Background: an optimization exercise with open tools, aiming at small area and a short achievable clock period. Do not read the settings as production practice.
At most, simulation tests tie the RTL to the original design; equivalence was not proved.
For run 1, only the layout was checked, not whether the RTL still works.
The clock port is modelled as an ideal driver; clocking choices that lean on that would not hold on a real chip.
Power and IR drop assume default switching activity.

==> flow/design.v <==
module interrupt_controller(
	pclk_i,
	prst_i,
	penable_i,
	pready_o,
	pwrite_i,
	paddr_i,
	pwdata_i,
	prdata_o,
	interrupt_active_i,
	interrupt_valid_o,
	interrupt_to_be_serviced_o,
	interrupt_serviced_i);
	input pclk_i,prst_i,penable_i,pwrite_i;
	input [3:0] paddr_i,pwdata_i;
	output reg pready_o;
	output reg [3:0] prdata_o;
	input [15:0] interrupt_active_i;
	input interrupt_serviced_i;
	output reg interrupt_valid_o;
	output reg [3:0] interrupt_to_be_serviced_o;
	reg arb;
	genvar g;
	reg [15:0] pb3, pb2, npb1, npb0;
	wire [15:0] we;
	wire [3:0] wd, rd_d;
	wire rd_en, rdy_d;
	ic_port u_port(
		.rst(prst_i), .pen(penable_i), .pw(pwrite_i),
		.pa(paddr_i), .pd(pwdata_i),
		.pb3(pb3), .pb2(pb2), .npb1(npb1), .npb0(npb0),
		.we(we), .wd(wd), .rd_en(rd_en), .rd_d(rd_d), .rdy_d(rdy_d));
	generate
		for (g = 0; g < 16; g = g + 1) begin : regs
			always @(posedge pclk_i)
				if (we[g]) begin
					pb3[g] <= wd[3];
					pb2[g] <= wd[2];
					npb1[g] <= wd[1];
					npb0[g] <= wd[0];
				end
		end
	endgenerate
	always @(posedge pclk_i) begin
		pready_o <= rdy_d;
		if (rd_en)
			prdata_o <= rd_d;
	end
	wire tbs_load = ~prst_i & arb;
	wire tbs_keep = ~prst_i & ~arb & ~interrupt_serviced_i;
	wire [3:0] tbs_next;
	ic_arb_core u_core(
		.req(interrupt_active_i),
		.pb3(pb3), .pb2(pb2), .npb1(npb1), .npb0(npb0),
		.load(tbs_load), .keep(tbs_keep), .tbs(interrupt_to_be_serviced_o),
		.tbs_next(tbs_next));
	always @(posedge pclk_i) begin
		if (prst_i) begin
			arb <= 1'b0;
			interrupt_valid_o <= 1'b0;
		end else begin
			arb <= (|interrupt_active_i) &
			       ((~arb & ~interrupt_valid_o) | (interrupt_valid_o & interrupt_serviced_i));
			interrupt_valid_o <= arb | (interrupt_valid_o & ~interrupt_serviced_i);
		end
	end
	always @(posedge pclk_i)
		interrupt_to_be_serviced_o <= tbs_next;
endmodule
module ic_arb_core(req, pb3, pb2, npb1, npb0, load, keep, tbs, tbs_next);
	input [15:0] req;
	input [15:0] pb3, pb2, npb1, npb0;
	input load, keep;
	input [3:0] tbs;
	output [3:0] tbs_next;
	genvar g;
	wire [15:0] pb1 = ~npb1;
	wire [15:0] pb0 = ~npb0;
	wire h3 = |(req & pb3);
	wire h2 = h3 ? |(req & pb3 & pb2) : |(req & pb2);
	wire [15:0] c1 = req & (pb3 | {16{~h3}}) & (pb2 | {16{~h2}});
	wire h1 = |(c1 & pb1);
	wire h0 = h1 ? |(c1 & pb1 & pb0) : |(c1 & pb0);
	wire [15:0] cw = c1 & (pb1 | {16{~h1}}) & (pb0 | {16{~h0}});
	wire [3:0] nz, lo_odd, lo_hi;
	generate
		for (g = 0; g < 4; g = g + 1) begin : quad
			wire [3:0] q = cw[4*g+3:4*g];
			assign nz[g] = |q;
			assign lo_hi[g] = ~q[0] & ~q[1];
			assign lo_odd[g] = ~q[0] & (q[1] | ~q[2]);
		end
	endgenerate
	wire [3:0] fq = {nz[3] & ~nz[2] & ~nz[1] & ~nz[0], nz[2] & ~nz[1] & ~nz[0],
	                 nz[1] & ~nz[0], nz[0]};
	wire [3:0] win = {fq[3] | fq[2], fq[3] | fq[1], |(fq & lo_hi), |(fq & lo_odd)};
	assign tbs_next = ({4{load}} & win) | ({4{keep}} & tbs);
endmodule
module ic_port(rst, pen, pw, pa, pd, pb3, pb2, npb1, npb0, we, wd, rd_en, rd_d, rdy_d);
	input rst, pen, pw;
	input [3:0] pa, pd;
	input [15:0] pb3, pb2, npb1, npb0;
	output [15:0] we;
	output [3:0] wd;
	output rd_en;
	output [3:0] rd_d;
	output rdy_d;
	genvar g;
	wire [15:0] sel;
	generate
		for (g = 0; g < 16; g = g + 1) begin : dec
			assign sel[g] = pa == g;
		end
	endgenerate
	wire [3:0] wdata = pd & {4{~rst}};
	assign we = {16{rst}} | ({16{pen & pw}} & sel);
	assign wd = {wdata[3], wdata[2], ~wdata[1], ~wdata[0]};
	assign rd_en = rst | (pen & ~pw);
	assign rd_d = {|(sel & pb3), |(sel & pb2), |(sel & ~npb1), |(sel & ~npb0)} & {4{~rst}};
	assign rdy_d = pen & ~rst;
endmodule
==> flow/flow/run.sh <==
#!/bin/bash
# Own layout flow: the standard flow (standard.sh) with
#  - the standard synthesis, except that ABC maps with flow/abc.script
#    (registers are mapped before ABC runs, so they are unchanged); also
#    the combinational modules ic_arb_core and ic_port are read from the
#    gate netlists flow/arb_core.v and flow/port.v (made by gen/gen_core8.py
#    and gen/gen_port.py) instead of being synthesised from rtl/ic.v,
#  - smaller port buffers (PORT_BUF),
#  - timing repair aimed at a setup slack margin below the clock period
#    (MARGIN), and the other settings in flow/params.sh (CTS arguments,
#    EXTRA make variables),
#  - clock buffers upsized after CTS where the register clock pins would
#    see too slow a slew (flow/clkfix.tcl).
# make's full output is in standard_flow.log; ORFS's step logs are in orfs/logs/.
set -euo pipefail
source flow/params.sh
export MY_ABC_SCRIPT=$PWD/flow/abc.script
export CLK_SLEW_LIMIT=${CLK_SLEW_LIMIT:-0.1}
args=("BUFFER_PORTS_ARGS=-buffer_cell $PORT_BUF" "SETUP_SLACK_MARGIN=$MARGIN")
if [[ "${OWN_ABC:-1}" == 1 ]]; then args+=("SYNTH_SCRIPT=$PWD/flow/synth.tcl"); fi
subst=""
if [[ -f flow/arb_core.v ]]; then subst="$subst ic_arb_core=$PWD/flow/arb_core.v"; fi
if [[ -f flow/port.v ]]; then subst="$subst ic_port=$PWD/flow/port.v"; fi
if [[ -n "$subst" ]]; then
  export SUBST_NETLISTS="$subst"
  args+=("SYNTH_CANONICALIZE_TCL=$PWD/flow/subst.tcl")
fi
if [[ -n "${CTS_ARGS:-}" ]]; then args+=("CTS_ARGS=$CTS_ARGS"); fi
if [[ -f flow/post_cts.tcl ]]; then args+=("POST_CTS_TCL=$PWD/flow/post_cts.tcl");
elif [[ -f flow/clkfix.tcl ]]; then args+=("POST_CTS_TCL=$PWD/flow/clkfix.tcl"); fi
if [[ -n "${EXTRA:-}" ]]; then for kv in $EXTRA; do args+=("$kv"); done; fi
bash standard.sh "${args[@]}" "${FLOW_TARGET:-finish}" > standard_flow.log 2>&1
==> flow/flow/abc.script <==
&get -n
&st
&dch
&nf -R 1000
&put
==> flow/flow/clkfix.tcl <==
set_propagated_clock [all_clocks]
estimate_parasitics -placement
set limit [expr {[info exists ::env(CLK_SLEW_LIMIT)] ? $::env(CLK_SLEW_LIMIT) : 0.1}]
set changed 1
while {$changed} {
  set changed 0
  foreach inst [get_cells *] {
    set r [get_property $inst ref_name]
    if {![regexp {^sky130_fd_sc_hd__clkbuf_([0-9]+)$} $r -> sz]} continue
    set worst 0.0
    foreach pin [get_pins -of_objects $inst -filter "direction==output"] {
      foreach load [get_pins -of_objects [get_nets -of_objects $pin] -filter "direction==input"] {
        if {[get_name $load] ne "CLK" && ![string match "*/CLK" [get_full_name $load]]} continue
        set s [get_property $load slew_max]
        if {$s > $worst} { set worst $s }
      }
    }
    if {$worst > $limit && $sz < 16} {
      set nsz [expr {$sz * 2}]
      puts "clkfix: [get_name $inst] $r -> clkbuf_$nsz (sink slew $worst)"
      replace_cell $inst [get_lib_cells */sky130_fd_sc_hd__clkbuf_$nsz]
      estimate_parasitics -placement
      set changed 1
    }
  }
}
detailed_placement
check_placement -verbose
==> flow/flow/params.sh <==
PORT_BUF=sky130_fd_sc_hd__buf_1
MARGIN=20.7
CTS_ARGS="-sink_clustering_enable -repair_clock_nets -buf_list sky130_fd_sc_hd__clkbuf_4 -dont_use_dummy_load"
EXTRA="SKIP_INCREMENTAL_REPAIR=1"
CLK_SLEW_LIMIT=0.1
==> flow/flow/port.v <==
// generated by gen/gen_port.py 
module ic_port(rst, pen, pw, pa, pd, pb3, pb2, npb1, npb0, we, wd, rd_en, rd_d, rdy_d);
  input rst, pen, pw;
  input [3:0] pa, pd;
  input [15:0] pb3, pb2, npb1, npb0;
  output [15:0] we;
  output [3:0] wd, rd_d;
  output rd_en, rdy_d;
  wire na0;
  wire na1;
  wire na2;
  wire na3;
  wire nrst;
  wire npw;
  wire lo0;
  wire lo1;
  wire lo2;
  wire lo3;
  wire nlo0;
  wire nlo1;
  wire nlo2;
  wire nlo3;
  wire hi0;
  wire hi1;
  wire hi2;
  wire hi3;
  wire nhi0;
  wire nhi1;
  wire nhi2;
  wire nhi3;
  wire wa0;
  wire wa1;
  wire wa2;
  wire wa3;
  wire wb0;
  wire wb1;
  wire wb2;
  wire wb3;
  wire r3_x0_0;
  wire r3_x0_1;
  wire r3_g0;
  wire r3_x1_0;
  wire r3_x1_1;
  wire r3_g1;
  wire r3_x2_0;
  wire r3_x2_1;
  wire r3_g2;
  wire r3_x3_0;
  wire r3_x3_1;
  wire r3_g3;
  wire r3_y0;
  wire r3_y1;
  wire r2_x0_0;
  wire r2_x0_1;
  wire r2_g0;
  wire r2_x1_0;
  wire r2_x1_1;
  wire r2_g1;
  wire r2_x2_0;
  wire r2_x2_1;
  wire r2_g2;
  wire r2_x3_0;
  wire r2_x3_1;
  wire r2_g3;
  wire r2_y0;
  wire r2_y1;
  wire r1_x0_0;
  wire r1_x0_1;
  wire r1_ng0;
  wire r1_x1_0;
  wire r1_x1_1;
  wire r1_ng1;
  wire r1_x2_0;
  wire r1_x2_1;
  wire r1_ng2;
  wire r1_x3_0;
  wire r1_x3_1;
  wire r1_ng3;
  wire r1_z0;
  wire r1_z1;
  wire r0_x0_0;
  wire r0_x0_1;
  wire r0_ng0;
  wire r0_x1_0;
  wire r0_x1_1;
  wire r0_ng1;
  wire r0_x2_0;
  wire r0_x2_1;
  wire r0_ng2;
  wire r0_x3_0;
  wire r0_x3_1;
  wire r0_ng3;
  wire r0_z0;
  wire r0_z1;
  sky130_fd_sc_hd__inv_1 p1 (.A(pa[0]), .Y(na0));
  sky130_fd_sc_hd__inv_1 p2 (.A(pa[1]), .Y(na1));
  sky130_fd_sc_hd__inv_1 p3 (.A(pa[2]), .Y(na2));
  sky130_fd_sc_hd__inv_1 p4 (.A(pa[3]), .Y(na3));
  sky130_fd_sc_hd__inv_1 p5 (.A(rst), .Y(nrst));
  sky130_fd_sc_hd__inv_1 p6 (.A(pw), .Y(npw));
  sky130_fd_sc_hd__nor2_1 p7 (.A(pa[0]), .B(pa[1]), .Y(lo0));
  sky130_fd_sc_hd__nor2_1 p8 (.A(na0), .B(pa[1]), .Y(lo1));
  sky130_fd_sc_hd__nor2_1 p9 (.A(pa[0]), .B(na1), .Y(lo2));
  sky130_fd_sc_hd__nor2_1 p10 (.A(na0), .B(na1), .Y(lo3));
  sky130_fd_sc_hd__nand2_1 p11 (.A(na0), .B(na1), .Y(nlo0));
  sky130_fd_sc_hd__nand2_1 p12 (.A(pa[0]), .B(na1), .Y(nlo1));
  sky130_fd_sc_hd__nand2_1 p13 (.A(na0), .B(pa[1]), .Y(nlo2));
  sky130_fd_sc_hd__nand2_1 p14 (.A(pa[0]), .B(pa[1]), .Y(nlo3));
  sky130_fd_sc_hd__nor2_1 p15 (.A(pa[2]), .B(pa[3]), .Y(hi0));
  sky130_fd_sc_hd__nor2_1 p16 (.A(na2), .B(pa[3]), .Y(hi1));
  sky130_fd_sc_hd__nor2_1 p17 (.A(pa[2]), .B(na3), .Y(hi2));
  sky130_fd_sc_hd__nor2_1 p18 (.A(na2), .B(na3), .Y(hi3));
  sky130_fd_sc_hd__nand2_1 p19 (.A(na2), .B(na3), .Y(nhi0));
  sky130_fd_sc_hd__nand2_1 p20 (.A(pa[2]), .B(na3), .Y(nhi1));
  sky130_fd_sc_hd__nand2_1 p21 (.A(na2), .B(pa[3]), .Y(nhi2));
  sky130_fd_sc_hd__nand2_1 p22 (.A(pa[2]), .B(pa[3]), .Y(nhi3));
  sky130_fd_sc_hd__nor2_1 p23 (.A(rst), .B(lo0), .Y(wa0));
  sky130_fd_sc_hd__nor2_1 p24 (.A(rst), .B(lo1), .Y(wa1));
  sky130_fd_sc_hd__nor2_1 p25 (.A(rst), .B(lo2), .Y(wa2));
  sky130_fd_sc_hd__nor2_1 p26 (.A(rst), .B(lo3), .Y(wa3));
  sky130_fd_sc_hd__a31oi_1 p27 (.A1(pen), .A2(pw), .A3(hi0), .B1(rst), .Y(wb0));
  sky130_fd_sc_hd__a31oi_1 p28 (.A1(pen), .A2(pw), .A3(hi1), .B1(rst), .Y(wb1));
  sky130_fd_sc_hd__a31oi_1 p29 (.A1(pen), .A2(pw), .A3(hi2), .B1(rst), .Y(wb2));
  sky130_fd_sc_hd__a31oi_1 p30 (.A1(pen), .A2(pw), .A3(hi3), .B1(rst), .Y(wb3));
  sky130_fd_sc_hd__nor2_1 p31 (.A(wa0), .B(wb0), .Y(we[0]));
  sky130_fd_sc_hd__nor2_1 p32 (.A(wa1), .B(wb0), .Y(we[1]));
  sky130_fd_sc_hd__nor2_1 p33 (.A(wa2), .B(wb0), .Y(we[2]));
  sky130_fd_sc_hd__nor2_1 p34 (.A(wa3), .B(wb0), .Y(we[3]));
  sky130_fd_sc_hd__nor2_1 p35 (.A(wa0), .B(wb1), .Y(we[4]));
  sky130_fd_sc_hd__nor2_1 p36 (.A(wa1), .B(wb1), .Y(we[5]));
  sky130_fd_sc_hd__nor2_1 p37 (.A(wa2), .B(wb1), .Y(we[6]));
  sky130_fd_sc_hd__nor2_1 p38 (.A(wa3), .B(wb1), .Y(we[7]));
  sky130_fd_sc_hd__nor2_1 p39 (.A(wa0), .B(wb2), .Y(we[8]));
  sky130_fd_sc_hd__nor2_1 p40 (.A(wa1), .B(wb2), .Y(we[9]));
  sky130_fd_sc_hd__nor2_1 p41 (.A(wa2), .B(wb2), .Y(we[10]));
  sky130_fd_sc_hd__nor2_1 p42 (.A(wa3), .B(wb2), .Y(we[11]));
  sky130_fd_sc_hd__nor2_1 p43 (.A(wa0), .B(wb3), .Y(we[12]));
  sky130_fd_sc_hd__nor2_1 p44 (.A(wa1), .B(wb3), .Y(we[13]));
  sky130_fd_sc_hd__nor2_1 p45 (.A(wa2), .B(wb3), .Y(we[14]));
  sky130_fd_sc_hd__nor2_1 p46 (.A(wa3), .B(wb3), .Y(we[15]));
  sky130_fd_sc_hd__nor2b_1 p47 (.A(rst), .B_N(pd[3]), .Y(wd[3]));
  sky130_fd_sc_hd__nor2b_1 p48 (.A(rst), .B_N(pd[2]), .Y(wd[2]));
  sky130_fd_sc_hd__nand2b_1 p49 (.A_N(rst), .B(pd[1]), .Y(wd[1]));
  sky130_fd_sc_hd__nand2b_1 p50 (.A_N(rst), .B(pd[0]), .Y(wd[0]));
  sky130_fd_sc_hd__a21o_1 p51 (.A1(pen), .A2(npw), .B1(rst), .X(rd_en));
  sky130_fd_sc_hd__nor2b_1 p52 (.A(rst), .B_N(pen), .Y(rdy_d));
  sky130_fd_sc_hd__a22oi_1 p53 (.A1(lo0), .A2(pb3[0]), .B1(lo1), .B2(pb3[1]), .Y(r3_x0_0));
  sky130_fd_sc_hd__a22oi_1 p54 (.A1(lo2), .A2(pb3[2]), .B1(lo3), .B2(pb3[3]), .Y(r3_x0_1));
  sky130_fd_sc_hd__nand2_1 p55 (.A(r3_x0_0), .B(r3_x0_1), .Y(r3_g0));
  sky130_fd_sc_hd__a22oi_1 p56 (.A1(lo0), .A2(pb3[4]), .B1(lo1), .B2(pb3[5]), .Y(r3_x1_0));
  sky130_fd_sc_hd__a22oi_1 p57 (.A1(lo2), .A2(pb3[6]), .B1(lo3), .B2(pb3[7]), .Y(r3_x1_1));
  sky130_fd_sc_hd__nand2_1 p58 (.A(r3_x1_0), .B(r3_x1_1), .Y(r3_g1));
  sky130_fd_sc_hd__a22oi_1 p59 (.A1(lo0), .A2(pb3[8]), .B1(lo1), .B2(pb3[9]), .Y(r3_x2_0));
  sky130_fd_sc_hd__a22oi_1 p60 (.A1(lo2), .A2(pb3[10]), .B1(lo3), .B2(pb3[11]), .Y(r3_x2_1));
  sky130_fd_sc_hd__nand2_1 p61 (.A(r3_x2_0), .B(r3_x2_1), .Y(r3_g2));
  sky130_fd_sc_hd__a22oi_1 p62 (.A1(lo0), .A2(pb3[12]), .B1(lo1), .B2(pb3[13]), .Y(r3_x3_0));
  sky130_fd_sc_hd__a22oi_1 p63 (.A1(lo2), .A2(pb3[14]), .B1(lo3), .B2(pb3[15]), .Y(r3_x3_1));
  sky130_fd_sc_hd__nand2_1 p64 (.A(r3_x3_0), .B(r3_x3_1), .Y(r3_g3));
  sky130_fd_sc_hd__a22oi_1 p65 (.A1(hi0), .A2(r3_g0), .B1(hi1), .B2(r3_g1), .Y(r3_y0));
  sky130_fd_sc_hd__a22oi_1 p66 (.A1(hi2), .A2(r3_g2), .B1(hi3), .B2(r3_g3), .Y(r3_y1));
  sky130_fd_sc_hd__a21oi_1 p67 (.A1(r3_y0), .A2(r3_y1), .B1(rst), .Y(rd_d[3]));
  sky130_fd_sc_hd__a22oi_1 p68 (.A1(lo0), .A2(pb2[0]), .B1(lo1), .B2(pb2[1]), .Y(r2_x0_0));
  sky130_fd_sc_hd__a22oi_1 p69 (.A1(lo2), .A2(pb2[2]), .B1(lo3), .B2(pb2[3]), .Y(r2_x0_1));
  sky130_fd_sc_hd__nand2_1 p70 (.A(r2_x0_0), .B(r2_x0_1), .Y(r2_g0));
  sky130_fd_sc_hd__a22oi_1 p71 (.A1(lo0), .A2(pb2[4]), .B1(lo1), .B2(pb2[5]), .Y(r2_x1_0));
  sky130_fd_sc_hd__a22oi_1 p72 (.A1(lo2), .A2(pb2[6]), .B1(lo3), .B2(pb2[7]), .Y(r2_x1_1));
  sky130_fd_sc_hd__nand2_1 p73 (.A(r2_x1_0), .B(r2_x1_1), .Y(r2_g1));
  sky130_fd_sc_hd__a22oi_1 p74 (.A1(lo0), .A2(pb2[8]), .B1(lo1), .B2(pb2[9]), .Y(r2_x2_0));
  sky130_fd_sc_hd__a22oi_1 p75 (.A1(lo2), .A2(pb2[10]), .B1(lo3), .B2(pb2[11]), .Y(r2_x2_1));
  sky130_fd_sc_hd__nand2_1 p76 (.A(r2_x2_0), .B(r2_x2_1), .Y(r2_g2));
  sky130_fd_sc_hd__a22oi_1 p77 (.A1(lo0), .A2(pb2[12]), .B1(lo1), .B2(pb2[13]), .Y(r2_x3_0));
  sky130_fd_sc_hd__a22oi_1 p78 (.A1(lo2), .A2(pb2[14]), .B1(lo3), .B2(pb2[15]), .Y(r2_x3_1));
  sky130_fd_sc_hd__nand2_1 p79 (.A(r2_x3_0), .B(r2_x3_1), .Y(r2_g3));
  sky130_fd_sc_hd__a22oi_1 p80 (.A1(hi0), .A2(r2_g0), .B1(hi1), .B2(r2_g1), .Y(r2_y0));
  sky130_fd_sc_hd__a22oi_1 p81 (.A1(hi2), .A2(r2_g2), .B1(hi3), .B2(r2_g3), .Y(r2_y1));
  sky130_fd_sc_hd__a21oi_1 p82 (.A1(r2_y0), .A2(r2_y1), .B1(rst), .Y(rd_d[2]));
  sky130_fd_sc_hd__o22ai_1 p83 (.A1(nlo0), .A2(npb1[0]), .B1(nlo1), .B2(npb1[1]), .Y(r1_x0_0));
  sky130_fd_sc_hd__o22ai_1 p84 (.A1(nlo2), .A2(npb1[2]), .B1(nlo3), .B2(npb1[3]), .Y(r1_x0_1));
  sky130_fd_sc_hd__nor2_1 p85 (.A(r1_x0_0), .B(r1_x0_1), .Y(r1_ng0));
  sky130_fd_sc_hd__o22ai_1 p86 (.A1(nlo0), .A2(npb1[4]), .B1(nlo1), .B2(npb1[5]), .Y(r1_x1_0));
  sky130_fd_sc_hd__o22ai_1 p87 (.A1(nlo2), .A2(npb1[6]), .B1(nlo3), .B2(npb1[7]), .Y(r1_x1_1));
  sky130_fd_sc_hd__nor2_1 p88 (.A(r1_x1_0), .B(r1_x1_1), .Y(r1_ng1));
  sky130_fd_sc_hd__o22ai_1 p89 (.A1(nlo0), .A2(npb1[8]), .B1(nlo1), .B2(npb1[9]), .Y(r1_x2_0));
  sky130_fd_sc_hd__o22ai_1 p90 (.A1(nlo2), .A2(npb1[10]), .B1(nlo3), .B2(npb1[11]), .Y(r1_x2_1));
  sky130_fd_sc_hd__nor2_1 p91 (.A(r1_x2_0), .B(r1_x2_1), .Y(r1_ng2));
  sky130_fd_sc_hd__o22ai_1 p92 (.A1(nlo0), .A2(npb1[12]), .B1(nlo1), .B2(npb1[13]), .Y(r1_x3_0));
  sky130_fd_sc_hd__o22ai_1 p93 (.A1(nlo2), .A2(npb1[14]), .B1(nlo3), .B2(npb1[15]), .Y(r1_x3_1));
  sky130_fd_sc_hd__nor2_1 p94 (.A(r1_x3_0), .B(r1_x3_1), .Y(r1_ng3));
  sky130_fd_sc_hd__o22ai_1 p95 (.A1(nhi0), .A2(r1_ng0), .B1(nhi1), .B2(r1_ng1), .Y(r1_z0));
  sky130_fd_sc_hd__o22ai_1 p96 (.A1(nhi2), .A2(r1_ng2), .B1(nhi3), .B2(r1_ng3), .Y(r1_z1));
  sky130_fd_sc_hd__o21a_1 p97 (.A1(r1_z0), .A2(r1_z1), .B1(nrst), .X(rd_d[1]));
  sky130_fd_sc_hd__o22ai_1 p98 (.A1(nlo0), .A2(npb0[0]), .B1(nlo1), .B2(npb0[1]), .Y(r0_x0_0));
  sky130_fd_sc_hd__o22ai_1 p99 (.A1(nlo2), .A2(npb0[2]), .B1(nlo3), .B2(npb0[3]), .Y(r0_x0_1));
  sky130_fd_sc_hd__nor2_1 p100 (.A(r0_x0_0), .B(r0_x0_1), .Y(r0_ng0));
  sky130_fd_sc_hd__o22ai_1 p101 (.A1(nlo0), .A2(npb0[4]), .B1(nlo1), .B2(npb0[5]), .Y(r0_x1_0));
  sky130_fd_sc_hd__o22ai_1 p102 (.A1(nlo2), .A2(npb0[6]), .B1(nlo3), .B2(npb0[7]), .Y(r0_x1_1));
  sky130_fd_sc_hd__nor2_1 p103 (.A(r0_x1_0), .B(r0_x1_1), .Y(r0_ng1));
  sky130_fd_sc_hd__o22ai_1 p104 (.A1(nlo0), .A2(npb0[8]), .B1(nlo1), .B2(npb0[9]), .Y(r0_x2_0));
  sky130_fd_sc_hd__o22ai_1 p105 (.A1(nlo2), .A2(npb0[10]), .B1(nlo3), .B2(npb0[11]), .Y(r0_x2_1));
  sky130_fd_sc_hd__nor2_1 p106 (.A(r0_x2_0), .B(r0_x2_1), .Y(r0_ng2));
  sky130_fd_sc_hd__o22ai_1 p107 (.A1(nlo0), .A2(npb0[12]), .B1(nlo1), .B2(npb0[13]), .Y(r0_x3_0));
  sky130_fd_sc_hd__o22ai_1 p108 (.A1(nlo2), .A2(npb0[14]), .B1(nlo3), .B2(npb0[15]), .Y(r0_x3_1));
  sky130_fd_sc_hd__nor2_1 p109 (.A(r0_x3_0), .B(r0_x3_1), .Y(r0_ng3));
  sky130_fd_sc_hd__o22ai_1 p110 (.A1(nhi0), .A2(r0_ng0), .B1(nhi1), .B2(r0_ng1), .Y(r0_z0));
  sky130_fd_sc_hd__o22ai_1 p111 (.A1(nhi2), .A2(r0_ng2), .B1(nhi3), .B2(r0_ng3), .Y(r0_z1));
  sky130_fd_sc_hd__o21a_1 p112 (.A1(r0_z0), .A2(r0_z1), .B1(nrst), .X(rd_d[0]));
endmodule
==> flow/flow/post_cts.tcl <==
# After CTS (POST_CTS_TCL): clock buffer slews, then gate sizing.
source [file join [file dirname [info script]] clkfix.tcl]
if {[file exists [file join [file dirname [info script]] size.tcl]]} {
  source [file join [file dirname [info script]] size.tcl]
}
==> flow/flow/size.tcl <==
proc sz_area_of {c} { return [get_property [get_lib_cells */[get_property $c ref_name]] area] }
proc sz_period {} { return [expr {$::env(FLOW_PERIOD_NS) - [sta::worst_slack_cmd max] * 1e9}] }
set_propagated_clock [all_clocks]
estimate_parasitics -placement
set sz_cells {}
set sz_area 0.0
foreach c [get_cells *] {
  set r [get_property $c ref_name]
  set lc [get_lib_cells */$r]
  if {[string match "*tap*" $r] || [string match "*fill*" $r] || [string match "*decap*" $r]} continue
  set sz_area [expr {$sz_area + [get_property $lc area]}]
  if {[regexp {__(e?s?df|s?dl)} $r]} continue
  if {[string match "*clkbuf*" $r] || [string match "*clkinv*" $r] || [string match "*conb*" $r]} continue
  if {[string match "clkbuf_*" [get_name $c]]} continue
  lappend sz_cells $c
}
set sz_best [expr {$sz_area * [sz_period]}]
puts "size.tcl: start area $sz_area period [sz_period] cells [llength $sz_cells]"
for {set pass 0} {$pass < 6} {incr pass} {
  set changed 0
  foreach c $sz_cells {
    set cur [get_property $c ref_name]
    if {![regexp {^(.*)_([0-9]+)$} $cur -> base sz]} continue
    set cura [sz_area_of $c]
    set bestcell $cur
    foreach lc [get_lib_cells */${base}_*] {
      set n [get_name $lc]
      if {![regexp "^${base}_\[0-9\]+\$" $n] || $n eq $cur} continue
      if {[string match "*lpflow*" $n] || [string match "*probe*" $n]} continue
      replace_cell $c $lc
      estimate_parasitics -placement
      set a [expr {$sz_area - $cura + [get_property $lc area]}]
      set o [expr {$a * [sz_period]}]
      if {$o < $sz_best - 1e-6} { set sz_best $o; set bestcell $n }
      replace_cell $c [get_lib_cells */$cur]
    }
    estimate_parasitics -placement
    if {$bestcell ne $cur} {
      replace_cell $c [get_lib_cells */$bestcell]
      set sz_area [expr {$sz_area - $cura + [sz_area_of $c]}]
      incr changed
    }
  }
  puts "size.tcl: pass $pass changed $changed area $sz_area period [sz_period]"
  if {$changed == 0} break
}
detailed_placement
check_placement -verbose
estimate_parasitics -placement
puts "size.tcl: end area $sz_area period [sz_period]"
==> flow/flow/subst.tcl <==
# Replace behavioural modules of rtl/ic.v by gate netlists of the same
# function (made by the scripts in gen/): SUBST_NETLISTS lists
# module=netlist pairs.
foreach pair $::env(SUBST_NETLISTS) {
  lassign [split $pair =] module netlist
  delete $module
  read_verilog $netlist
}
hierarchy -check -top $::env(DESIGN_NAME)
==> flow/flow/synth.tcl <==
# synth_recipe.tcl (the standard synthesis), with ABC's script replaced by
# flow/abc.script when MY_ABC_SCRIPT names it.
proc synth {args} { yosys synth -nofsm -noshare {*}$args }
proc abc {args} {
  set i [lsearch -exact $args -script]
  if { $i >= 0 && [info exists ::env(MY_ABC_SCRIPT)] } {
    lset args [expr {$i + 1}] $::env(MY_ABC_SCRIPT)
  }
  puts "abc wrapper: $args"
  yosys abc {*}$args
}
source $::env(SCRIPTS_DIR)/synth.tcl
# left out here: clear keep_hierarchy, flatten, clean up, hide names made inside functions, write 1_2_yosys.v
==> flow/standard.sh <==
#!/bin/bash
# synth_recipe.tcl (not shown) runs the flow's synth.tcl, then flattens the netlist and writes it again
# the make line also repeats each setting of config.mk as NAME=value (left out here)
make -C /OpenROAD-flow-scripts/flow DESIGN_CONFIG=/design/flow/config.mk WORK_HOME=/design/flow/orfs CLKGATE_MAP_FILE= SYNTH_SCRIPT=/design/flow/synth_recipe.tcl "${@:-finish}"
==> flow/config.mk <==
export PLATFORM = sky130hd
export DESIGN_NAME = interrupt_controller
export DESIGN_NICKNAME = interrupt_controller
export VERILOG_FILES = /design/flow/design.v
export SDC_FILE = /design/flow/constraint.sdc
export NUM_CORES = 8
export LEC_CHECK = 0
export ABC_AREA = 1
export CAP_MARGIN = 20
export CORE_MARGIN = 2
export CORE_UTILIZATION = 65
export CTS_BUF_LIST = sky130_fd_sc_hd__clkbuf_4
export PLACE_DENSITY = 0.8
export SLEW_MARGIN = 20
==> flow/constraint.sdc <==
create_clock -name core_clock -period 30.0 [get_ports {pclk_i}]
set_input_delay 6.0000 -clock core_clock [delete_from_list [all_inputs] [get_ports {pclk_i}]]
set_output_delay 6.0000 -clock core_clock [all_outputs]
set_load 0.01 [all_outputs]
Not shown: flow/flow/arb_core.v
==> flow_summary.ini, run 1 <==
[sta]
min_period_over_period_pct = 31.4
timing.fmax_mhz = 106

[final_layout]
area_growth_pct = 10.0
seq_cell_count = 75
mostFrequentLayoutCell = edfxtp_1
multi_input_area_share_pct = 40.8
fin_cells = 502
fillers = 426
clkCellAreaFrac_pct = 1.84

[placed_design]
dp_hpwl_mm = 8.37
dp_slack_ns = 20.02

[setup_path]
cp-endpoint = interrupt_to_be_serviced_o[1]$_DFF_P_
crit_slowest_cell = a221oi_2
worst-path-max-fanout = 18
end_kind = flip-flop
path_buf_inv = 1
path_cells = buf_1 > a22oi_1 > nand4_1 > a221oi_2 > o221ai_1 > o22ai_1 > nor2_2 > nand4_4 > a21oi_4 > a221oi_1 > nor2_2 > and2_1 > a32o_1 > a21oi_1 > o22ai_1
cp.required_ns = 30.31

[logic_synthesis]
yosysSeqAreaShare_pct = 55.3
synth_most_common_cell = edfxtp_1

[drt]
wl_per_cell_um = 23.3
first_pass_iters = 6
drc = 0
antenna_left = 0
drt-met1-wl_mm = 4.48
avgViaCountPerCell = 7.69

[grt]
grtUsageMet1_pct = 50.8
grt_usage_pct = 37.1

[floorplan]
die_h_um = 81.9

[run]
max_cap_viol_count = 0

[cts]
clkLatencyLatePin_ns = 0.41

[power_and_ir_drop]
p_clk_share_pct = 19.4
power.total_uw = 240
combPwrFrac_pct = 23.6
p_leak_uw = 0.00140

[outcome]
status = finished clean
==> inputs of run 2 (changes only) <==
--- a/flow/design.v
+++ b/flow/design.v
@@ -47,31 +47,27 @@
 			prdata_o <= rd_d;
 	end
-	wire tbs_load = ~prst_i & arb;
-	wire tbs_keep = ~prst_i & ~arb & ~interrupt_serviced_i;
-	wire [3:0] tbs_next;
+	wire [3:0] nwinner;
 	ic_arb_core u_core(
 		.req(interrupt_active_i),
 		.pb3(pb3), .pb2(pb2), .npb1(npb1), .npb0(npb0),
-		.load(tbs_load), .keep(tbs_keep), .tbs(interrupt_to_be_serviced_o),
-		.tbs_next(tbs_next));
+		.nwin(nwinner));
 	always @(posedge pclk_i) begin
 		if (prst_i) begin
 			arb <= 1'b0;
 			interrupt_valid_o <= 1'b0;
+			interrupt_to_be_serviced_o <= 4'd0;
 		end else begin
 			arb <= (|interrupt_active_i) &
 			       ((~arb & ~interrupt_valid_o) | (interrupt_valid_o & interrupt_serviced_i));
 			interrupt_valid_o <= arb | (interrupt_valid_o & ~interrupt_serviced_i);
+			if (arb) interrupt_to_be_serviced_o <= ~nwinner;
+			else if (interrupt_serviced_i) interrupt_to_be_serviced_o <= 4'd0;
 		end
 	end
-	always @(posedge pclk_i)
-		interrupt_to_be_serviced_o <= tbs_next;
 endmodule
-module ic_arb_core(req, pb3, pb2, npb1, npb0, load, keep, tbs, tbs_next);
+module ic_arb_core(req, pb3, pb2, npb1, npb0, nwin);
 	input [15:0] req;
 	input [15:0] pb3, pb2, npb1, npb0;
-	input load, keep;
-	input [3:0] tbs;
-	output [3:0] tbs_next;
+	output [3:0] nwin;
 	genvar g;
 	wire [15:0] pb1 = ~npb1;
@@ -94,6 +90,5 @@
 	wire [3:0] fq = {nz[3] & ~nz[2] & ~nz[1] & ~nz[0], nz[2] & ~nz[1] & ~nz[0],
 	                 nz[1] & ~nz[0], nz[0]};
-	wire [3:0] win = {fq[3] | fq[2], fq[3] | fq[1], |(fq & lo_hi), |(fq & lo_odd)};
-	assign tbs_next = ({4{load}} & win) | ({4{keep}} & tbs);
+	assign nwin = ~{fq[3] | fq[2], fq[3] | fq[1], |(fq & lo_hi), |(fq & lo_odd)};
 endmodule
 module ic_port(rst, pen, pw, pa, pd, pb3, pb2, npb1, npb0, we, wd, rd_en, rd_d, rdy_d);
--- a/flow/flow/run.sh
+++ b/flow/flow/run.sh
@@ -10,7 +10,4 @@
 #    (MARGIN), and the other settings in flow/params.sh (CTS arguments,
 #    EXTRA make variables),
-#  - clock buffers upsized after CTS where the register clock pins would
-#    see too slow a slew (flow/clkfix.tcl).
-# make's full output is in standard_flow.log; ORFS's step logs are in orfs/logs/.
 set -euo pipefail
 source flow/params.sh
--- a/flow/flow/arb_core.v
+++ b/flow/flow/arb_core.v
@@ -1,10 +1,7 @@
-// generated by gen/gen_core9.py y3_0=2 nh3=8 nh2=4 h1=4 h0=4
-module ic_arb_core(req, pb3, pb2, npb1, npb0, load, keep, tbs, tbs_next);
+// generated by gen/gen_core8.py y3_0=2 nh3=8 nh2=4 h1=4 h0=4
+module ic_arb_core(req, pb3, pb2, npb1, npb0, nwin);
   input [15:0] req, pb3, pb2, npb1, npb0;
-  input load, keep;
-  input [3:0] tbs;
-  output [3:0] tbs_next;
+  output [3:0] nwin;
   wire [15:0] nc1, cw;
-  wire [3:0] nwin;
   wire x3_0;
   wire x3_1;
@@ -136,10 +133,4 @@
   wire lq;
   wire hq;
-  wire nload;
-  wire nkeep;
-  wire ntbs0;
-  wire ntbs1;
-  wire ntbs2;
-  wire ntbs3;
   sky130_fd_sc_hd__a22oi_1 g1 (.A1(req[0]), .A2(pb3[0]), .B1(req[1]), .B2(pb3[1]), .Y(x3_0));
   sky130_fd_sc_hd__a22oi_1 g2 (.A1(req[2]), .A2(pb3[2]), .B1(req[3]), .B2(pb3[3]), .Y(x3_1));
@@ -305,13 +296,3 @@
   sky130_fd_sc_hd__a32o_1 g162 (.A1(O3), .A2(nz3), .A3(nnz2), .B1(O2), .B2(nz2), .X(hq));
   sky130_fd_sc_hd__a21oi_1 g163 (.A1(nlo8), .A2(hq), .B1(lq), .Y(nwin[0]));
-  sky130_fd_sc_hd__inv_1 g164 (.A(load), .Y(nload));
-  sky130_fd_sc_hd__inv_1 g165 (.A(keep), .Y(nkeep));
-  sky130_fd_sc_hd__inv_1 g166 (.A(tbs[0]), .Y(ntbs0));
-  sky130_fd_sc_hd__o22ai_1 g167 (.A1(nload), .A2(nwin[0]), .B1(nkeep), .B2(ntbs0), .Y(tbs_next[0]));
-  sky130_fd_sc_hd__inv_1 g168 (.A(tbs[1]), .Y(ntbs1));
-  sky130_fd_sc_hd__o22ai_1 g169 (.A1(nload), .A2(nwin[1]), .B1(nkeep), .B2(ntbs1), .Y(tbs_next[1]));
-  sky130_fd_sc_hd__inv_1 g170 (.A(tbs[2]), .Y(ntbs2));
-  sky130_fd_sc_hd__o22ai_1 g171 (.A1(nload), .A2(nwin[2]), .B1(nkeep), .B2(ntbs2), .Y(tbs_next[2]));
-  sky130_fd_sc_hd__inv_1 g172 (.A(tbs[3]), .Y(ntbs3));
-  sky130_fd_sc_hd__o22ai_1 g173 (.A1(nload), .A2(nwin[3]), .B1(nkeep), .B2(ntbs3), .Y(tbs_next[3]));
 endmodule
==> flow/flow/params.sh (replaced) <==
PORT_BUF=sky130_fd_sc_hd__buf_1
MARGIN=20.5
CTS_ARGS="-sink_clustering_enable -repair_clock_nets -buf_list sky130_fd_sc_hd__clkbuf_4 -dont_use_dummy_load"
EXTRA="SKIP_INCREMENTAL_REPAIR=1"
CLK_SLEW_LIMIT=0.1
--- a/flow/flow/size.tcl
+++ b/flow/flow/size.tcl
@@ -1,6 +1,7 @@
+if {![info exists sz_par]} { set sz_par -placement }
 proc sz_area_of {c} { return [get_property [get_lib_cells */[get_property $c ref_name]] area] }
 proc sz_period {} { return [expr {$::env(FLOW_PERIOD_NS) - [sta::worst_slack_cmd max] * 1e9}] }
 set_propagated_clock [all_clocks]
-estimate_parasitics -placement
+estimate_parasitics $sz_par
 set sz_cells {}
 set sz_area 0.0
@@ -29,5 +30,5 @@
       if {[string match "*lpflow*" $n] || [string match "*probe*" $n]} continue
       replace_cell $c $lc
-      estimate_parasitics -placement
+      estimate_parasitics $sz_par
       set a [expr {$sz_area - $cura + [get_property $lc area]}]
       set o [expr {$a * [sz_period]}]
@@ -35,5 +36,5 @@
       replace_cell $c [get_lib_cells */$cur]
     }
-    estimate_parasitics -placement
+    estimate_parasitics $sz_par
     if {$bestcell ne $cur} {
       replace_cell $c [get_lib_cells */$bestcell]
@@ -45,6 +46,54 @@
   if {$changed == 0} break
 }
+# group moves: every u_core cell of a kind and drive strength one step up
+# or down at once (the per-source gates are on equal paths)
+proc sz_step {base sz dir} {
+  set sizes {}
+  foreach lc [get_lib_cells */${base}_*] {
+    if {[regexp "^${base}_(\[0-9\]+)\$" [get_name $lc] -> n]} { lappend sizes $n }
+  }
+  set sizes [lsort -integer $sizes]
+  set i [lsearch -exact $sizes $sz]
+  set j [expr {$i + $dir}]
+  if {$i < 0 || $j < 0 || $j >= [llength $sizes]} { return "" }
+  return ${base}_[lindex $sizes $j]
+}
+set sz_groups [dict create]
+foreach c $sz_cells {
+  if {![string match "u_core.*" [get_name $c]]} continue
+  dict lappend sz_groups [get_property $c ref_name] $c
+}
+set improved 1
+while {$improved} {
+  set improved 0
+  dict for {ref members} $sz_groups {
+    if {[llength $members] < 4} continue
+    regexp {^(.*)_([0-9]+)$} $ref -> base sz
+    foreach dir {1 -1} {
+      set to [sz_step $base $sz $dir]
+      if {$to eq ""} continue
+      set d [expr {[get_property [get_lib_cells */$to] area] - [get_property [get_lib_cells */$ref] area]}]
+      foreach c $members { replace_cell $c [get_lib_cells */$to] }
+      estimate_parasitics $sz_par
+      set a [expr {$sz_area + $d * [llength $members]}]
+      set o [expr {$a * [sz_period]}]
+      if {$o < $sz_best - 1e-6} {
+        puts "size.tcl: group $ref ([llength $members]) -> $to"
+        set sz_best $o
+        set sz_area $a
+        set sz_groups [dict remove $sz_groups $ref]
+        dict set sz_groups $to $members
+        set improved 1
+        break
+      }
+      foreach c $members { replace_cell $c [get_lib_cells */$ref] }
+      estimate_parasitics $sz_par
+    }
+    if {$improved} break
+  }
+}
+puts "size.tcl: after groups area $sz_area period [sz_period]"
 detailed_placement
 check_placement -verbose
-estimate_parasitics -placement
+estimate_parasitics $sz_par
 puts "size.tcl: end area $sz_area period [sz_period]"
--- a/flow/config.mk
+++ b/flow/config.mk
@@ -9,6 +9,6 @@
 export CAP_MARGIN = 20
 export CORE_MARGIN = 2
-export CORE_UTILIZATION = 65
+export CORE_UTILIZATION = 50
 export CTS_BUF_LIST = sky130_fd_sc_hd__clkbuf_4
-export PLACE_DENSITY = 0.8
+export PLACE_DENSITY = 0.7
 export SLEW_MARGIN = 20
==> run 2 against run 1 <==
  * Still clean on timing, DRC and antenna
  * Clock-buffer cell count unchanged
  * Final cell count increased by 5.2%
  * Clock power increased by 12%
  * Total power increased by 1.2%
  * Maximum frequency increased by 0.99%
  * Global-route usage decreased by 8.8 points
  * Synthesized cell count increased by 0.27%
  * Worst setup slack improved by 0.092 ns
  * Die area increased by 29%
  * Utilization decreased by 17 points
  * Sequential power about the same
  * Critical endpoint is now interrupt_to_be_serviced_o[0]$_SDFFE_PP0P_
  * Highest routed layer unchanged
==> flow_summary.ini, run 2 <==
[outcome]
status = finished clean

[logic_synthesis]
yosysTopAreaCell = edfxtp_1
synth_nets = 402
synth_ff_type = edfxtp_1
synth-edff-count = 68
yosysSeqAreaShare_pct = 55.2
ys_top_cells_by_area = edfxtp_1 52%, a22oi_1 6.8%, nor2_1 6.8%, o22ai_1 5.7%, a221oi_1 3.5%
yosysWarnings = 1
synth_most_common_cell = nor2_1
syn_area_per_cell_um2 = 10.6
yosysTopAreaCellShare_pct = 51.7
yosys.cell_types.count = 31
netlist_instances = 373
ys_top_cells_by_count = 72 x nor2_1, 68 x edfxtp_1, 36 x a22oi_1, 36 x o22ai_1, 23 x nand2_1
netlist_area_um2 = 3950
ys_ff_latch = 75
async_flop_share_pct = 0

[drt]
drc = 0
first_iter_violations = 662
vias = 3707
wl_mm = 11.7
first_pass_iters = 5
wl_per_cell_um = 22.2
avgViaCountPerCell = 7.02
antenna_left = 0

[grt]
antenna_found_initial = 0
grt_usage_pct = 28.2
grt_pass1_wl_mm = 18.2
grt_max_degree = 24
grt_pass1_vias = 3314
grt_overflow = 0

[final_layout]
area_growth_pct = 9.69
fin_cells = 528
drive_gt1_share_pct = 5.16
fillers = 703
layout_common_cells = 71 x nor2_1, 68 x edfxtp_1, 38 x buf_1
antenna_cells = 0
fin_util_pct = 56.4
mostFrequentLayoutCell = nor2_1
nets = 457

[floorplan]
core_um2 = 7690
fp.dieW_um = 92.9
die-area_um2 = 8630
num_rows = 32
die_h_um = 92.9
start_util_pct = 51.4
io_pins = 39

[run]
max_cap_viol_count = 0

[sta]
hold_violations = 0
maxSlewViolCount = 0
relSlewSlack_pct = 24.4
min_period_over_period_pct = 31.1
timing.fmax_mhz = 107
tns_ns = 0
min_period_ns = 9.33
fin_skew_ns = 0.0314
max_slew.worst_pin.slew_ns = 1.13
finalSetupViolCount = 0
hold_ws_ns = 0.484

[cts]
clkTransAtPathRegs_ns = 0.07
cts_tree = done
clkLatencyLatePin_ns = 0.44
clock-sinks = 75

[setup_path]
start_kind = primary input
critical_path_arrival_ns = 9.62
worstSetupPathType = primary input to flip-flop
cp.required_ns = 30.30
end_kind = flip-flop
worst-path-max-fanout = 17

[placed_design]
dp_hpwl_mm = 8.52
io_buffers = 38
place_inst = 513
place_congestion = 0.950

[power_and_ir_drop]
ir_worst_vdd_v = 0.0000283
p_leak_uw = 0.00142
power-per-cell-area_nw_per_um2 = 56.0

[min_path]
hold_path_class = flip-flop to flip-flop
[run 2: layer usage]
metal,part of all wire (%),GRT usage (%),vias up
li1,-,-,1657
met1,42,40.4,1733
met2,44,41.1,276
met3,11,6.83,41
met4,3.9,12.0,0
met5,0,0,-
[run 2: where the power goes]
group,switching [uW],internal [uW],total (uW),leakage (uW)
clock network,32.4,19.5,51.9,0.0000518
logic,34.1,19.8,53.9,0.000653
registers,11.2,126,137,0.000711
total,77.6,165,243,0.00142
[run 2: path summary, 6_finish.rpt]
path | from | to | slack [ns] | cells past startpoint
max | interrupt_active_i[10] | interrupt_to_be_serviced_o[0]$_SDFFE_PP0P_ | 20.67 | 20
min | interrupt_to_be_serviced_o[0]$_SDFFE_PP0P_ | interrupt_to_be_serviced_o[0]$_SDFFE_PP0P_ | 0.48 | 2
max reg2reg | pb3[12]$_DFFE_PP_ | interrupt_to_be_serviced_o[0]$_SDFFE_PP0P_ | 25.89 | 19
min reg2reg | interrupt_to_be_serviced_o[0]$_SDFFE_PP0P_ | interrupt_to_be_serviced_o[0]$_SDFFE_PP0P_ | 0.48 | 2
[run 2: layout make-up]
type	instances	area, um^2	share of cell area, %
Multi-Input combinational cell	291	1720	39.8
Tap cell	102	128	2.94
Timing Repair Buffer	44	183	4.21
Inverter	7	26.3	0.606
Sequential cell	75	2180	50.3
Clock buffer	9	92.6	2.14
[run 2: cell families (layout without fill, tap and decap cells)]
| logic type | after synthesis | after routing | synth area share [%] |
|---|---|---|---|
| flops | 75 | 75 | 55.2 |
| simple gates | 160 | 160 | 19.3 |
| compound gates | 131 | 131 | 24.8 |
| buf+inv | 7 | 60 | 0.665 |
[run 2: stage by stage]
| step | area [um^2] | setup slack [ns] | total power [uW] |
|---|---|---|---|
| global placement | 4220 | 19.93 | 189 |
| detailed placement | 4220 | 19.87 | 190 |
| global route | 4330 | 20.32 | 254 |
| floorplan | 3950 | 20.89 | 171 |
| finish | 4330 | 20.67 | 243 |
[run 2: critical path: stages]
cell,delay [ns]
buf_1,0.14
a22oi_1,0.23
nand4_2,0.18
nor2_4,0.18
a221oi_2,0.09
buf_4,0.17
o221ai_1,0.42
o22ai_1,0.19
nor2_2,0.22
nand4_4,0.27
a21oi_2,0.23
buf_4,0.17
a221oi_1,0.09
nor2_1,0.30
nand2_1,0.12
a32o_1,0.25
a21oi_1,0.15
nor2b_1,0.06
a21oi_1,0.11
nor2_1,0.04

==> static timing again, ports no longer ideal <==
In the flow no input, the clock included, has a driving cell. The finished layouts below were timed again as built, in two steps. Step 1 assumes that a clkbuf_16 drives the clock port and a buf_2 every other input. Step 2 adds t to the input delays and takes it off the output delays; t is the mean of the earliest and latest rising clock arrival at the registers after step 1. Input paths then give back, and output paths get back, about the clock's delay inside the block. Three values: ideal ports, drivers, drivers and shift; two values: the first two.
| run | t (ns) | slack for setup (ns) | worst register clock-pin slew, ns | worst slew at a driven data input, ns |
|---|---|---|---|---|
| run 1 | 0.425 | 20.582 / 20.590 / 20.165 | 0.10 / 0.10 | 0.04 |
| run 2 | 0.450 | 20.674 / 20.685 / 20.235 | 0.10 / 0.10 | 0.04 |
After both steps every run listed still meets setup and hold. For run 2, which loses most, drivers alone change the setup slack by +0.011 ns; drivers and shift together by -0.439 ns.
